Context: an optimization exercise on an open-source flow, tuned for small area, a short achievable clock period and few clock cycles. The choices shown serve that exercise and are no tape-out recipe.
The RTL was checked by simulation tests, not by an equivalence proof against the original design.
No activity file was given, so power comes from the tool's default toggle rates.

### design/flow/run.sh
#!/bin/bash
# synth_recipe.tcl (not shown) runs the flow's synth.tcl, then flattens the netlist and writes it again
# the make line also repeats each setting of config.mk as NAME=value (left out here)
make -C /OpenROAD-flow-scripts/flow DESIGN_CONFIG=/design/flow/config.mk WORK_HOME=/design/flow/orfs CLKGATE_MAP_FILE= SYNTH_SCRIPT=/design/flow/synth_recipe.tcl finish
### design/flow/config.mk
export PLATFORM = sky130hd
export DESIGN_NAME = overlay_v1_0
export DESIGN_NICKNAME = overlay_v1_0
export VERILOG_FILES = /design/flow/design.v
export SDC_FILE = /design/flow/constraint.sdc
export NUM_CORES = 4
export LEC_CHECK = 0
export CAP_MARGIN = 20
export CORE_MARGIN = 2
export CORE_UTILIZATION = 40
export SLEW_MARGIN = 20
### design/flow/constraint.sdc
create_clock -name core_clock -period 10.0 [get_ports {axi_aclk}]
set_input_delay 2.0000 -clock core_clock [delete_from_list [all_inputs] [get_ports {axi_aclk}]]
set_output_delay 2.0000 -clock core_clock [all_outputs]
set_load 0.01 [all_outputs]
### design/flow/design.v
`timescale 1ns / 1ns
module FIFO #
(
  parameter integer RESET_TRIGGER = 0,
  parameter integer DATA_WIDTH = 32,
  parameter integer DATA_DEPTH = 7
)
(
  input wire CLK,
  input wire RESET,
  input wire ENABLE,
  input wire READ,
  input wire WRITE,
  input wire [DATA_WIDTH - 1 : 0] DATA_IN,
  output wire [DATA_WIDTH - 1 : 0] DATA_OUT,
  output wire EMPTY,
  output wire FULL
);
  localparam ADDRESS_WIDTH = $clog2(DATA_DEPTH);
  reg empty;
  reg full;
  reg [DATA_WIDTH - 1 : 0] memory [DATA_DEPTH - 1 : 0];
  reg [ADDRESS_WIDTH - 1 : 0] read_pointer;
  reg [ADDRESS_WIDTH - 1 : 0] write_pointer;
  assign DATA_OUT = memory[read_pointer];
  assign EMPTY = empty;
  assign FULL = full;
  always @(posedge CLK)
  begin
    if(RESET == RESET_TRIGGER)
    begin
      empty <= 1;
      full <= 0;
      read_pointer <= 0;
      write_pointer <= 0;
    end
    else if(ENABLE)
    begin
      if((EMPTY && (!WRITE)) || (((read_pointer == (write_pointer - 1)) ||
        ((read_pointer == (DATA_DEPTH - 1)) && (write_pointer == 0))) && READ &&
        (!WRITE)))
      begin
        empty <= 1;
      end
      else
      begin
        empty <= 0;
      end
      if((FULL && (!READ)) || (((write_pointer == (read_pointer - 1)) ||
        ((write_pointer == (DATA_DEPTH - 1)) && (read_pointer == 0))) && WRITE &&
        (!READ)))
      begin
        full <= 1;
      end
      else
      begin
        full <= 0;
      end
      if((!EMPTY) && READ)
      begin
        if(read_pointer == (DATA_DEPTH -1))
        begin
          read_pointer <= 0;
        end
        else
        begin
          read_pointer <= read_pointer + 1;
        end
      end
      if((!FULL) && WRITE)
      begin
        memory[write_pointer] <= DATA_IN;
        if(write_pointer == (DATA_DEPTH -1))
        begin
          write_pointer <= 0;
        end
        else
        begin
          write_pointer <= write_pointer + 1;
        end
      end
    end
  end
endmodule
`timescale 1 ns / 1 ps
module overlay_v1_0_ctrl #
(
	parameter integer S_AXI_CTRL_DATA_WIDTH	= 32,
	parameter integer S_AXI_CTRL_ADDR_WIDTH	= 8
)
(
	output wire run,
	output wire reset,
	input wire done,
	output wire logo_valid,
	output wire [S_AXI_CTRL_DATA_WIDTH-1:0] width,
	output wire [S_AXI_CTRL_DATA_WIDTH-1:0] heigth,
	input wire [S_AXI_CTRL_DATA_WIDTH-1:0] hlocation,
	input wire [S_AXI_CTRL_DATA_WIDTH-1:0] vlocation,
	output wire [S_AXI_CTRL_DATA_WIDTH-1:0] logo_hlocation_begin,
	output wire [S_AXI_CTRL_DATA_WIDTH-1:0] logo_hlocation_end,
	output wire [S_AXI_CTRL_DATA_WIDTH-1:0] logo_vlocation_begin,
	output wire [S_AXI_CTRL_DATA_WIDTH-1:0] logo_vlocation_end,
	input wire S_AXI_ACLK,
	input wire S_AXI_ARESETN,
	input wire [S_AXI_CTRL_ADDR_WIDTH-1 : 0] S_AXI_AWADDR,
	input wire S_AXI_AWVALID,
	output wire S_AXI_AWREADY,
	input wire [S_AXI_CTRL_DATA_WIDTH-1 : 0] S_AXI_WDATA,
	input wire S_AXI_WVALID,
	output wire S_AXI_WREADY,
	output wire [1 : 0] S_AXI_BRESP,
	output wire S_AXI_BVALID,
	input wire S_AXI_BREADY,
	input wire [S_AXI_CTRL_ADDR_WIDTH-1 : 0] S_AXI_ARADDR,
	input wire S_AXI_ARVALID,
	output wire S_AXI_ARREADY,
	output wire [S_AXI_CTRL_DATA_WIDTH-1 : 0] S_AXI_RDATA,
	output wire S_AXI_RVALID,
	input wire S_AXI_RREADY
);
	reg [S_AXI_CTRL_ADDR_WIDTH-1 : 0] axi_awaddr;
	reg axi_awready;
	reg axi_wready;
	reg axi_bvalid;
	reg [S_AXI_CTRL_ADDR_WIDTH-1 : 0] axi_araddr;
	reg axi_arready;
	reg [S_AXI_CTRL_DATA_WIDTH-1 : 0] axi_rdata;
	reg [1 : 0] axi_rresp;
	reg axi_rvalid;
	reg [S_AXI_CTRL_DATA_WIDTH-1:0] control_reg;
	reg [S_AXI_CTRL_DATA_WIDTH-1:0] width_reg;
	reg [S_AXI_CTRL_DATA_WIDTH-1:0] heigth_reg;
	reg [S_AXI_CTRL_DATA_WIDTH-1:0] logo_hlocation_begin_reg;
	reg [S_AXI_CTRL_DATA_WIDTH-1:0] logo_hlocation_end_reg;
	reg [S_AXI_CTRL_DATA_WIDTH-1:0] logo_vlocation_begin_reg;
	reg [S_AXI_CTRL_DATA_WIDTH-1:0] logo_vlocation_end_reg;
	wire slv_reg_rden;
	wire slv_reg_wren;
	reg [S_AXI_CTRL_DATA_WIDTH-1:0] reg_data_out;
	reg	aw_en;
	assign run = control_reg[0];
	assign reset = control_reg[1];
	assign logo_valid = control_reg[3];
	assign width = width_reg;
	assign heigth = heigth_reg;
	assign logo_hlocation_begin = logo_hlocation_begin_reg;
	assign logo_hlocation_end = logo_hlocation_end_reg;
	assign logo_vlocation_begin = logo_vlocation_begin_reg;
	assign logo_vlocation_end = logo_vlocation_end_reg;
	assign S_AXI_AWREADY = axi_awready;
	assign S_AXI_WREADY	= axi_wready;
	assign S_AXI_BRESP = 0;
	assign S_AXI_BVALID	= axi_bvalid;
	assign S_AXI_ARREADY = axi_arready;
	assign S_AXI_RDATA = axi_rdata;
	assign S_AXI_RVALID	= axi_rvalid;
	always @(posedge S_AXI_ACLK)
	begin
	  if (S_AXI_ARESETN == 1'b0)
    begin
      axi_awready <= 1'b0;
      aw_en <= 1'b1;
    end
	  else if (~axi_awready && S_AXI_AWVALID && S_AXI_WVALID && aw_en)
    begin
      axi_awready <= 1'b1;
      aw_en <= 1'b0;
    end
    else if (S_AXI_BREADY && axi_bvalid)
    begin
      aw_en <= 1'b1;
      axi_awready <= 1'b0;
    end
    else
    begin
      axi_awready <= 1'b0;
    end
  end
	always @(posedge S_AXI_ACLK)
	begin
	  if (S_AXI_ARESETN == 1'b0)
    begin
      axi_awaddr <= 0;
    end
	  else if (~axi_awready && S_AXI_AWVALID && S_AXI_WVALID && aw_en)
    begin
      axi_awaddr <= S_AXI_AWADDR;
    end
	end
	always @(posedge S_AXI_ACLK)
	begin
	  if (S_AXI_ARESETN == 1'b0)
    begin
      axi_wready <= 1'b0;
    end
	  else if (~axi_wready && S_AXI_WVALID && S_AXI_AWVALID && aw_en)
    begin
      axi_wready <= 1'b1;
    end
    else
    begin
      axi_wready <= 1'b0;
    end
	end
	assign slv_reg_wren = axi_wready && S_AXI_WVALID && axi_awready && S_AXI_AWVALID;
	always @(posedge S_AXI_ACLK)
	begin
	  if (S_AXI_ARESETN == 1'b0)
    begin
			control_reg <= 0;
			width_reg <= 0;
			heigth_reg <= 0;
    end
	  else if (slv_reg_wren)
    begin
			case(axi_awaddr >> 2)
			0: control_reg <= S_AXI_WDATA;
			1: width_reg <= S_AXI_WDATA;
			2: heigth_reg <= S_AXI_WDATA;
			9: logo_hlocation_begin_reg <= S_AXI_WDATA;
			10: logo_hlocation_end_reg <= S_AXI_WDATA;
			11: logo_vlocation_begin_reg <= S_AXI_WDATA;
			12: logo_vlocation_end_reg <= S_AXI_WDATA;
			endcase
    end
		else if(reset)
		begin
			control_reg <= 0;
		end
		else if(done == 1)
		begin
			control_reg <= 4'h4;
		end
  end
	always @(posedge S_AXI_ACLK)
	begin
	  if (S_AXI_ARESETN == 1'b0)
    begin
      axi_bvalid  <= 0;
    end
	  else if (axi_awready && S_AXI_AWVALID && ~axi_bvalid && axi_wready && S_AXI_WVALID)
    begin
      axi_bvalid <= 1'b1;
    end
    else if (S_AXI_BREADY && axi_bvalid)
    begin
      axi_bvalid <= 1'b0;
    end
	end
	always @(posedge S_AXI_ACLK)
	begin
	  if (S_AXI_ARESETN == 1'b0)
    begin
      axi_arready <= 1'b0;
      axi_araddr  <= 32'b0;
    end
	  else if (~axi_arready && S_AXI_ARVALID)
    begin
      axi_arready <= 1'b1;
      axi_araddr  <= S_AXI_ARADDR;
    end
    else
    begin
      axi_arready <= 1'b0;
    end
	end
	always @(posedge S_AXI_ACLK)
	begin
	  if (S_AXI_ARESETN == 1'b0)
    begin
      axi_rvalid <= 0;
    end
	  else if (axi_arready && S_AXI_ARVALID && ~axi_rvalid)
    begin
      axi_rvalid <= 1'b1;
    end
    else if (axi_rvalid && S_AXI_RREADY)
    begin
      axi_rvalid <= 1'b0;
    end
	end
	assign slv_reg_rden = axi_arready & S_AXI_ARVALID & ~axi_rvalid;
	always @(*)
	begin
	  case (axi_araddr >> 2)
    0: reg_data_out = control_reg;
    1: reg_data_out = width_reg;
    2: reg_data_out = heigth_reg;
    5: reg_data_out = hlocation;
    6: reg_data_out = vlocation;
		9: reg_data_out = logo_hlocation_begin_reg;
		10: reg_data_out = logo_hlocation_end_reg;
		11: reg_data_out = logo_vlocation_begin_reg;
		12: reg_data_out = logo_vlocation_end_reg;
    default: reg_data_out = 0;
	  endcase
	end
	always @(posedge S_AXI_ACLK)
	begin
	  if (S_AXI_ARESETN == 1'b0)
    begin
      axi_rdata  <= 0;
    end
	  else if (slv_reg_rden)
    begin
      axi_rdata <= reg_data_out;
    end
  end
endmodule
`timescale 1 ns / 1 ps
module overlay_v1_0_data #
(
	parameter integer S_AXI_CTRL_DATA_WIDTH	= 32,
	parameter integer MAX_INPUT_WIDTH = 3840,
	parameter integer MAX_OUTPUT_WIDTH = 1920,
	parameter integer DATA_WIDTH = 32,
	parameter integer ALPHA_WIDTH = 8,
	parameter integer IMAGE_READ_REGISTER_DEPTH = 4,
	parameter integer LOGO_READ_REGISTER_DEPTH = 16,
	parameter integer WRITE_REGISTER_DEPTH = 4
)
(
	input wire run,
	input wire reset,
	output wire done,
	input wire logo_valid,
	input wire [S_AXI_CTRL_DATA_WIDTH-1:0] width,
	input wire [S_AXI_CTRL_DATA_WIDTH-1:0] heigth,
	output wire [S_AXI_CTRL_DATA_WIDTH-1:0] hlocation,
	output wire [S_AXI_CTRL_DATA_WIDTH-1:0] vlocation,
	input wire [S_AXI_CTRL_DATA_WIDTH-1:0] logo_hlocation_begin,
	input wire [S_AXI_CTRL_DATA_WIDTH-1:0] logo_hlocation_end,
	input wire [S_AXI_CTRL_DATA_WIDTH-1:0] logo_vlocation_begin,
	input wire [S_AXI_CTRL_DATA_WIDTH-1:0] logo_vlocation_end,
	input wire  M_AXI_ACLK,
	input wire  M_AXI_ARESETN,
	input wire [DATA_WIDTH-1 : 0] S_AXIS_TDATA_VIDEO,
	input wire S_AXIS_TVALID_VIDEO,
	output wire S_AXIS_TREADY_VIDEO,
	input wire S_AXIS_TLAST_VIDEO,
	input wire [DATA_WIDTH-1 : 0] S_AXIS_TDATA_LOGO,
	input wire S_AXIS_TVALID_LOGO,
	output wire S_AXIS_TREADY_LOGO,
	input wire S_AXIS_TLAST_LOGO,
	input wire [ALPHA_WIDTH-1 : 0] S_AXIS_TDATA_ALPHA,
	input wire S_AXIS_TVALID_ALPHA,
	output wire S_AXIS_TREADY_ALPHA,
	input wire S_AXIS_TLAST_ALPHA,
	output wire [DATA_WIDTH-1 : 0] M_AXIS_TDATA_VIDEO,
	output wire M_AXIS_TVALID_VIDEO,
	input wire M_AXIS_TREADY_VIDEO,
	output wire M_AXIS_TLAST_VIDEO
);
	integer byte_index;
	localparam BYTE_NUM = (DATA_WIDTH >> 3);
	reg [$clog2(MAX_INPUT_WIDTH):0] hlocation_reg;
	reg [$clog2(MAX_INPUT_WIDTH):0] vlocation_reg;
	reg read_from_logo;
	reg frame_end;
	wire last_pixel;
	wire step;
	wire [DATA_WIDTH-1 : 0] pixel_in;
	wire [DATA_WIDTH-1 : 0] logo_in;
	wire [ALPHA_WIDTH-1 : 0] alpha_in;
	wire input_read_not_ready;
	wire logo_read_not_ready;
	wire alpha_read_not_ready;
	wire input_not_ready;
	wire logo_not_ready;
	wire alpha_not_ready;
	wire output_not_ready;
	reg [DATA_WIDTH-1 : 0] pixel_out;
	reg [15 : 0] blend_sum;
	wire write_not_ready;
	wire write_last;
	assign S_AXIS_TREADY_VIDEO = (!input_read_not_ready) && run;
	assign S_AXIS_TREADY_LOGO = (!logo_read_not_ready) && run;
	assign S_AXIS_TREADY_ALPHA = (!alpha_read_not_ready) && run;
	assign M_AXIS_TVALID_VIDEO = (!write_not_ready);
	assign M_AXIS_TLAST_VIDEO = write_last;
	assign hlocation = hlocation_reg;
	assign vlocation = vlocation_reg;
	assign last_pixel = (hlocation_reg == (width - 1)) &&
		(vlocation_reg == (heigth - 1));
	assign step = (!input_not_ready) && (!output_not_ready) && run &&
		(!frame_end) && ((!read_from_logo) || ((!logo_not_ready) && (!alpha_not_ready)));
	assign done = frame_end && write_not_ready;
	always @(posedge M_AXI_ACLK)
	begin
		if((M_AXI_ARESETN == 0) || (reset == 1))
		begin
			hlocation_reg <= 0;
			vlocation_reg <= 0;
			frame_end <= 0;
		end
		else if(step)
		begin
			if(last_pixel)
			begin
				frame_end <= 1;
			end
			if(hlocation_reg < (width - 1))
			begin
				hlocation_reg <= hlocation_reg + 1;
				vlocation_reg <= vlocation_reg;
			end
			else if(vlocation_reg < (heigth - 1))
			begin
				hlocation_reg <= 0;
				vlocation_reg <= vlocation_reg + 1;
			end
		end
	end
	FIFO #
	(
	  .RESET_TRIGGER(1),
	  .DATA_WIDTH(DATA_WIDTH),
	  .DATA_DEPTH(IMAGE_READ_REGISTER_DEPTH)
	) IMAGE_READ_FIFO
	(
	  .CLK(M_AXI_ACLK),
	  .RESET((M_AXI_ARESETN == 0) || (reset == 1)),
		.ENABLE(run),
	  .READ(step),
	  .WRITE(S_AXIS_TREADY_VIDEO && S_AXIS_TVALID_VIDEO),
	  .DATA_IN(S_AXIS_TDATA_VIDEO),
	  .DATA_OUT(pixel_in),
	  .EMPTY(input_not_ready),
	  .FULL(input_read_not_ready)
	);
	FIFO #
	(
	  .RESET_TRIGGER(1),
	  .DATA_WIDTH(DATA_WIDTH),
	  .DATA_DEPTH(LOGO_READ_REGISTER_DEPTH)
	) LOGO_READ_FIFO
	(
	  .CLK(M_AXI_ACLK),
	  .RESET((M_AXI_ARESETN == 0) || (reset == 1)),
		.ENABLE(run),
	  .READ(read_from_logo && step),
	  .WRITE(S_AXIS_TREADY_LOGO && S_AXIS_TVALID_LOGO),
	  .DATA_IN(S_AXIS_TDATA_LOGO),
	  .DATA_OUT(logo_in),
	  .EMPTY(logo_not_ready),
	  .FULL(logo_read_not_ready)
	);
	FIFO #
	(
	  .RESET_TRIGGER(1),
	  .DATA_WIDTH(ALPHA_WIDTH),
	  .DATA_DEPTH(LOGO_READ_REGISTER_DEPTH)
	) ALPHA_READ_FIFO
	(
	  .CLK(M_AXI_ACLK),
	  .RESET((M_AXI_ARESETN == 0) || (reset == 1)),
		.ENABLE(run),
	  .READ(read_from_logo && step),
	  .WRITE(S_AXIS_TREADY_ALPHA && S_AXIS_TVALID_ALPHA),
	  .DATA_IN(S_AXIS_TDATA_ALPHA),
	  .DATA_OUT(alpha_in),
	  .EMPTY(alpha_not_ready),
	  .FULL(alpha_read_not_ready)
	);
	always @(*)
	begin
		if(
			(hlocation_reg >= logo_hlocation_begin) &&
			(hlocation_reg < logo_hlocation_end) &&
			(vlocation_reg >= logo_vlocation_begin) &&
			(vlocation_reg < logo_vlocation_end) &&
			logo_valid
			)
		begin
			read_from_logo = 1;
			for(byte_index = 0; byte_index < BYTE_NUM; byte_index = byte_index + 1)
			begin
				blend_sum = (pixel_in[(byte_index << 3) +: 8] * (8'd255 - alpha_in)) +
					(logo_in[(byte_index << 3) +: 8] * alpha_in);
				pixel_out[(byte_index << 3) +: 8] = blend_sum[15:8];
			end
		end
		else
		begin
			read_from_logo = 0;
			blend_sum = 0;
			pixel_out = pixel_in;
		end
	end
	FIFO #
	(
	  .RESET_TRIGGER(1),
	  .DATA_WIDTH(DATA_WIDTH + 1),
	  .DATA_DEPTH(WRITE_REGISTER_DEPTH)
	) WRITE_FIFO
	(
	  .CLK(M_AXI_ACLK),
	  .RESET((M_AXI_ARESETN == 0) || (reset == 1)),
		.ENABLE(1'b1),
	  .READ(M_AXIS_TREADY_VIDEO && M_AXIS_TVALID_VIDEO),
	  .WRITE(step),
		.DATA_IN({last_pixel, pixel_out}),
	  .DATA_OUT({write_last, M_AXIS_TDATA_VIDEO}),
	  .EMPTY(write_not_ready),
	  .FULL(output_not_ready)
	);
endmodule
`timescale 1 ns / 1 ps
module overlay_v1_0 #
(
	parameter integer MAX_INPUT_WIDTH = 3840,
	parameter integer MAX_OUTPUT_WIDTH = 1920,
	parameter integer S_AXI_CTRL_DATA_WIDTH	= 32,
	parameter integer S_AXI_CTRL_ADDR_WIDTH	= 8,
	parameter integer DATA_WIDTH = 32,
	parameter integer ALPHA_WIDTH = 8,
	parameter integer IMAGE_READ_REGISTER_DEPTH = 4,
	parameter integer LOGO_READ_REGISTER_DEPTH = 16,
	parameter integer WRITE_REGISTER_DEPTH = 4
)
(
	input wire axi_aclk,
	input wire axi_aresetn,
	input wire [S_AXI_CTRL_ADDR_WIDTH-1 : 0] s_axi_ctrl_awaddr,
	input wire s_axi_ctrl_awvalid,
	output wire s_axi_ctrl_awready,
	input wire [S_AXI_CTRL_DATA_WIDTH-1 : 0] s_axi_ctrl_wdata,
	input wire s_axi_ctrl_wvalid,
	output wire s_axi_ctrl_wready,
	output wire [1 : 0] s_axi_ctrl_bresp,
	output wire s_axi_ctrl_bvalid,
	input wire s_axi_ctrl_bready,
	input wire [S_AXI_CTRL_ADDR_WIDTH-1 : 0] s_axi_ctrl_araddr,
	input wire s_axi_ctrl_arvalid,
	output wire s_axi_ctrl_arready,
	output wire [S_AXI_CTRL_DATA_WIDTH-1 : 0] s_axi_ctrl_rdata,
	output wire s_axi_ctrl_rvalid,
	input wire s_axi_ctrl_rready,
	input wire [DATA_WIDTH-1 : 0] s_axis_tdata_video,
	input wire s_axis_tvalid_video,
	output wire s_axis_tready_video,
	input wire s_axis_tlast_video,
	input wire [DATA_WIDTH-1 : 0] s_axis_tdata_logo,
	input wire s_axis_tvalid_logo,
	output wire s_axis_tready_logo,
	input wire s_axis_tlast_logo,
	input wire [ALPHA_WIDTH-1 : 0] s_axis_tdata_alpha,
	input wire s_axis_tvalid_alpha,
	output wire s_axis_tready_alpha,
	input wire s_axis_tlast_alpha,
	output wire [DATA_WIDTH-1 : 0] m_axis_tdata_video,
	output wire m_axis_tvalid_video,
	input wire m_axis_tready_video,
	output wire m_axis_tlast_video
);
	wire run;
	wire reset;
	wire done;
	wire logo_valid;
	wire [S_AXI_CTRL_DATA_WIDTH-1:0] width;
	wire [S_AXI_CTRL_DATA_WIDTH-1:0] heigth;
	wire [S_AXI_CTRL_DATA_WIDTH-1:0] dst_width;
	wire [S_AXI_CTRL_DATA_WIDTH-1:0] dst_heigth;
	wire [S_AXI_CTRL_DATA_WIDTH-1:0] hlocation;
	wire [S_AXI_CTRL_DATA_WIDTH-1:0] vlocation;
	wire [S_AXI_CTRL_DATA_WIDTH-1:0] hlocation_out;
	wire [S_AXI_CTRL_DATA_WIDTH-1:0] vlocation_out;
	wire [S_AXI_CTRL_DATA_WIDTH-1:0] logo_hlocation_begin;
	wire [S_AXI_CTRL_DATA_WIDTH-1:0] logo_hlocation_end;
	wire [S_AXI_CTRL_DATA_WIDTH-1:0] logo_vlocation_begin;
	wire [S_AXI_CTRL_DATA_WIDTH-1:0] logo_vlocation_end;
	overlay_v1_0_ctrl #
	(
		.S_AXI_CTRL_DATA_WIDTH(S_AXI_CTRL_DATA_WIDTH),
		.S_AXI_CTRL_ADDR_WIDTH(S_AXI_CTRL_ADDR_WIDTH)
	) overlay_v1_0_ctrl_inst
	(
		.run(run),
		.reset(reset),
		.done(done),
		.logo_valid(logo_valid),
		.width(width),
		.heigth(heigth),
		.hlocation(hlocation),
		.vlocation(vlocation),
		.logo_hlocation_begin(logo_hlocation_begin),
		.logo_hlocation_end(logo_hlocation_end),
		.logo_vlocation_begin(logo_vlocation_begin),
		.logo_vlocation_end(logo_vlocation_end),
		.S_AXI_ACLK(axi_aclk),
		.S_AXI_ARESETN(axi_aresetn),
		.S_AXI_AWADDR(s_axi_ctrl_awaddr),
		.S_AXI_AWVALID(s_axi_ctrl_awvalid),
		.S_AXI_AWREADY(s_axi_ctrl_awready),
		.S_AXI_WDATA(s_axi_ctrl_wdata),
		.S_AXI_WVALID(s_axi_ctrl_wvalid),
		.S_AXI_WREADY(s_axi_ctrl_wready),
		.S_AXI_BRESP(s_axi_ctrl_bresp),
		.S_AXI_BVALID(s_axi_ctrl_bvalid),
 		.S_AXI_BREADY(s_axi_ctrl_bready),
		.S_AXI_ARADDR(s_axi_ctrl_araddr),
		.S_AXI_ARVALID(s_axi_ctrl_arvalid),
		.S_AXI_ARREADY(s_axi_ctrl_arready),
		.S_AXI_RDATA(s_axi_ctrl_rdata),
		.S_AXI_RVALID(s_axi_ctrl_rvalid),
		.S_AXI_RREADY(s_axi_ctrl_rready)
	);
	overlay_v1_0_data #
	(
		.S_AXI_CTRL_DATA_WIDTH(S_AXI_CTRL_DATA_WIDTH),
		.MAX_INPUT_WIDTH(MAX_INPUT_WIDTH),
		.MAX_OUTPUT_WIDTH(MAX_OUTPUT_WIDTH),
		.DATA_WIDTH(DATA_WIDTH),
		.ALPHA_WIDTH(ALPHA_WIDTH),
		.IMAGE_READ_REGISTER_DEPTH(IMAGE_READ_REGISTER_DEPTH),
		.LOGO_READ_REGISTER_DEPTH(LOGO_READ_REGISTER_DEPTH),
		.WRITE_REGISTER_DEPTH(WRITE_REGISTER_DEPTH)
	) overlay_v1_0_data_inst
	(
		.run(run),
		.reset(reset),
		.done(done),
		.logo_valid(logo_valid),
		.width(width),
		.heigth(heigth),
		.hlocation(hlocation),
		.vlocation(vlocation),
		.logo_hlocation_begin(logo_hlocation_begin),
		.logo_hlocation_end(logo_hlocation_end),
		.logo_vlocation_begin(logo_vlocation_begin),
		.logo_vlocation_end(logo_vlocation_end),
		.M_AXI_ACLK(axi_aclk),
		.M_AXI_ARESETN(axi_aresetn),
		.S_AXIS_TDATA_VIDEO(s_axis_tdata_video),
		.S_AXIS_TVALID_VIDEO(s_axis_tvalid_video),
		.S_AXIS_TREADY_VIDEO(s_axis_tready_video),
		.S_AXIS_TLAST_VIDEO(s_axis_tlast_video),
		.S_AXIS_TDATA_LOGO(s_axis_tdata_logo),
		.S_AXIS_TVALID_LOGO(s_axis_tvalid_logo),
		.S_AXIS_TREADY_LOGO(s_axis_tready_logo),
		.S_AXIS_TLAST_LOGO(s_axis_tlast_logo),
		.S_AXIS_TDATA_ALPHA(s_axis_tdata_alpha),
		.S_AXIS_TVALID_ALPHA(s_axis_tvalid_alpha),
		.S_AXIS_TREADY_ALPHA(s_axis_tready_alpha),
		.S_AXIS_TLAST_ALPHA(s_axis_tlast_alpha),
		.M_AXIS_TDATA_VIDEO(m_axis_tdata_video),
		.M_AXIS_TVALID_VIDEO(m_axis_tvalid_video),
		.M_AXIS_TREADY_VIDEO(m_axis_tready_video),
		.M_AXIS_TLAST_VIDEO(m_axis_tlast_video)
	);
endmodule
==> results.py <==
metrics = {
    "clocking": {
        "cts_hold_buffers": 0,
        "cts_setup_buffers": 0,
        "cts_tree": "built",
        "cts_buffers": 133,
        "clk-insertion-delay-late_ps": 780,
        "htree_levels": 4,
        "cts.path.max_buffers": 3,
        "clkSlewWorstSetupHoldPaths_ps": 60,
        "clock-sinks": 1245,
        "root_buffer": "clkbuf_16",
        "cts-resized-gates": 0,
    },
    "synth": {
        "synth-edff-count": 1028,
        "yosysTopAreaCell": "edfxtp_1",
        "synthAdderAreaFrac": 0.177,
        "ys_ff_latch": 1245,
        "synth-compound-area-share": 0.0574,
        "syn-cell-area_sq_mm": 0.0680,
        "ys.warnings.count": 6,
        "synth-main-ff-cell": "edfxtp_1",
        "synth.most_common_cell": "edfxtp_1",
        "synth.area.top_cells": "edfxtp_1, fa_1, mux4_2",
        "synth_cells": 5180,
        "ys_types": 81,
        "synth.top_cell.area_share": 0.454,
        "postSynthAreaPerCell_sq_um": 13.1,
        "synth_top_family_by_area": "adder cells",
        "synthArstFlopShare": 0,
        "synthTopCellsByCount": "edfxtp_1, inv_1, nand2_1",
        "synth_simple_gate_area_frac": 0.0950,
        "synth_xor_area_frac": 0.0126,
        "seq_area_frac_synth": 0.518,
        "synthMuxAreaShare": 0.0926,
    },
    "sta": {
        "maxSlewHeadroom": 0.300,
        "period_share": 0.873,
        "fin_ws_ps": 1270,
        "rsz0062_at_grt": "false",
        "max_freq_mhz": 115,
        "finalSetupViolCount": 0,
        "setup_tns_ps": 0,
        "finClkSkew_ps": 50.9,
        "period_minus_slack_ps": 8730,
        "maxSlewViolCount": 0,
        "final_hold_viol_count": 0,
        "tightest_slew_ps": 1040,
    },
    "hold_path": {
        "hold_depth": 2,
        "hold_class": "reg2reg",
    },
    "placed_design": {
        "io_buffers": 200,
        "gp_congestion": 0.872,
        "hpwl_um": 116000,
        "preCtsSetupSlack_ps": 1180,
    },
    "global_routing": {
        "grt_use_total": 0.200,
        "antenna_found_initial": 17,
        "grt_pass1_vias": 43081,
        "overflow": 0,
        "grt_pass1_wl_um": 263000,
        "grt_max_degree": 65,
    },
    "detailed_routing": {
        "wl_um": 172000,
        "wl_per_cell_um": 22.3,
        "ant_nets": 0,
        "drcViolationCount": 0,
        "viasPerCell": 5.37,
        "drt_first_pass_iters": 7,
        "drt_iter0_markers": 3374,
        "dr_total_vias": 41513,
    },
    "worst_setup_path": {
        "crit_fanout": 28,
        "cpMostUsedCell": "fa_1",
        "cp-end-kind": "flip-flop",
        "crit_cells": 24,
        "path_class": "reg2reg",
        "crit_family": "adder cells",
        "crit_slowest_cell": "dfxtp_2",
        "critPathRequiredTime_ps": 10420,
        "critPathArrivalTime_ps": 9150,
        "worstRegToRegCells": 24,
        "worst_setup_path_start_kind": "flip-flop",
        "slowest_delay_ps": 780,
        "worstPathCellList": "buf_4 -> mux4_2 -> mux2_2 -> o21ai_4 -> buf_4 -> nand2b_1 -> fa_1 -> fa_1 -> fa_1 -> inv_1 -> fa_1 -> fa_1 -> inv_1 -> fa_1 -> inv_1 -> ha_1 -> nand2_1 -> o21ai_0 -> o211a_1 -> o21a_1 -> o21ai_0 -> nand2b_1 -> xnor2_1 -> mux2i_1",
        "path_buf_inv": 5,
    },
    "power": {
        "p_int_mw": 9.96,
        "p_leak_nw": 28.3,
        "combPwrFrac": 0.253,
        "pwr-share-seq": 0.398,
        "ir_drop_v": 0.000182,
        "p_switching_mw": 4.14,
        "p_per_area_mw_per_mm2": 182,
        "swShare": 0.294,
        "clkPwrFrac": 0.349,
    },
    "die": {
        "dieWidth_um": 416,
        "dieArea_sq_mm": 0.173,
        "core_sq_mm": 0.169,
        "die_h_um": 416,
        "num_io_pins": 210,
        "start_util": 0.402,
        "placement_rows": 151,
    },
    "flow_run": {
        "drv_cap": 0,
    },
    "outcome": {
        "status": "timing/DRC/antenna clean",
    },
    "final_layout": {
        "largest_reg_flops": 512,
        "areaGrowthSynthToFinish_pct": 14.1,
        "reg.largest.list": "overlay_v1_0_data_inst.LOGO_READ_FIFO.memory x512, overlay_v1_0_data_inst.WRITE_FIFO.memory x132",
        "fin_nets": 6267,
        "top_register": "overlay_v1_0_data_inst.LOGO_READ_FIFO.memory",
        "num-fill-cells": 15110,
        "drive_gt1_frac": 0.133,
    },
}
## worst paths after layout
check | slack (ps) | endpoint | startpoint
worst min register to register | 460 | overlay_v1_0_ctrl_inst.control_reg[24] | overlay_v1_0_ctrl_inst.control_reg[24]
worst max-delay path | 1270 | overlay_v1_0_data_inst.WRITE_FIFO.memory[0][21] | flip-flop
worst min-delay path | 460 | overlay_v1_0_ctrl_inst.control_reg[24] | overlay_v1_0_ctrl_inst.control_reg[24]
worst max register to register | 1270 | overlay_v1_0_data_inst.WRITE_FIFO.memory[0][21] | flip-flop
## per-stage QoR
stage	hold WS, ps	cell area (sq um)	total power, mW	cells	utilization
2_1_floorplan	440	68000	8.36	5181	-
4_1_cts	466	77500	14.3	7723	0.458
5_1_grt	489	77500	14.9	7726	0.458
3_5_place_dp	458	73100	9.31	7484	0.432
3_3_place_gp	448	73100	9.30	7484	0.432
6_report	464	77500	14.1	7727	0.458
## worst min-delay path, cell delays in order (launching register included)
cell	delay, ps
dfxtp_1	310
nand2_1	50
a21boi_0	60
## logic make-up after synthesis
logic type / count (synthesis)
fa+ha+maj: 731
compound gates: 573
mux: 355
buf+inv: 853
other cells: 1
xor+xnor: 98
simple gates: 1324
flops: 1245
## layout by cell type, fill, tap and decap left out, types with 50 or more instances in the layout
cell type        netlist  routed
nor2_1               322     303
a22oi_1               52      52
mux2i_1               83      83
mux2_2                59      59
a21oi_1              107     106
edfxtp_1            1028    1028
clkdlybuf4s50_1        0     199
nand2_1              411     411
clkbuf_16              0     135
nand3_1               61      60
inv_1                624     624
nor2b_1              118     117
xnor2_1               66      66
and2_1                77      74
fa_1                 380     380
or2_2                 74      74
buf_4                  2     109
a21boi_0             100     100
ha_1                 351     351
mux4_2               213     213
dfxtp_1              217     208
nand2b_1              51      50
o21ai_0               66      65
## metal layers
metal  vias up  wire length (um)  track usage
li1      18759                 -            -
met1     21291             72800        0.259
met2      1138             85500        0.344
met3       311              8960       0.0302
met4        14              5000       0.0617
met5         -                80            0
## power groups by stage
stage / Combinational (mW) / Sequential, mW / Clock [mW]
after floorplan: 2.65 / 5.71 / 0
after global placement: 3.58 / 5.72 / 0
after detailed placement: 3.59 / 5.72 / 0
after CTS: 3.63 / 5.61 / 5.01
after global routing: 4.13 / 5.61 / 5.21
final: 3.57 / 5.61 / 4.91
## layout make-up
| cell class | count | area (sq um) | area share |
|---|---|---|---|
| clock inverters | 75 | 876 | 0.0113 |
| clock buffers | 164 | 3500 | 0.0451 |
| well taps | 2218 | 2780 | 0.0358 |
| repair buffers | 314 | 2940 | 0.0379 |
| inverters | 625 | 2350 | 0.0303 |
| diodes | 3 | 7.51 | 0.0000969 |
| flip-flops and latches | 1245 | 35200 | 0.455 |
| multi-input cells | 3083 | 29800 | 0.385 |
Testbench counts, summed over its fixed seeds: cycles 34,102.

==> what the ideal ports hide <==
No port has a modelled driver above. Below, the same layout with a new extraction and two added sets of constraints. Step 1 (the two cells are an assumption about what drives the block):
set clk [get_ports {axi_aclk}]
set_driving_cell -lib_cell sky130_fd_sc_hd__clkbuf_16 $clk
set_driving_cell -lib_cell sky130_fd_sc_hd__buf_2 [delete_from_list [all_inputs] $clk]
Step 2, shift: input delay + t, output delay - t, t = (earliest + latest rising clock arrival at the registers) / 2. This alone moves slack from input paths to output paths. Slacks: ideal ports / drivers / drivers and shift; pairs: ideal ports / drivers.
t (ns): 0.843
slack for setup (ns): 1.269 / 1.269 / 1.269
worst slew at a driven data input, ns: 0.14
After both steps setup and hold are still met in this run. The setup slack of this run moves by 0.000 ns with the drivers and by 0.000 ns with both steps.
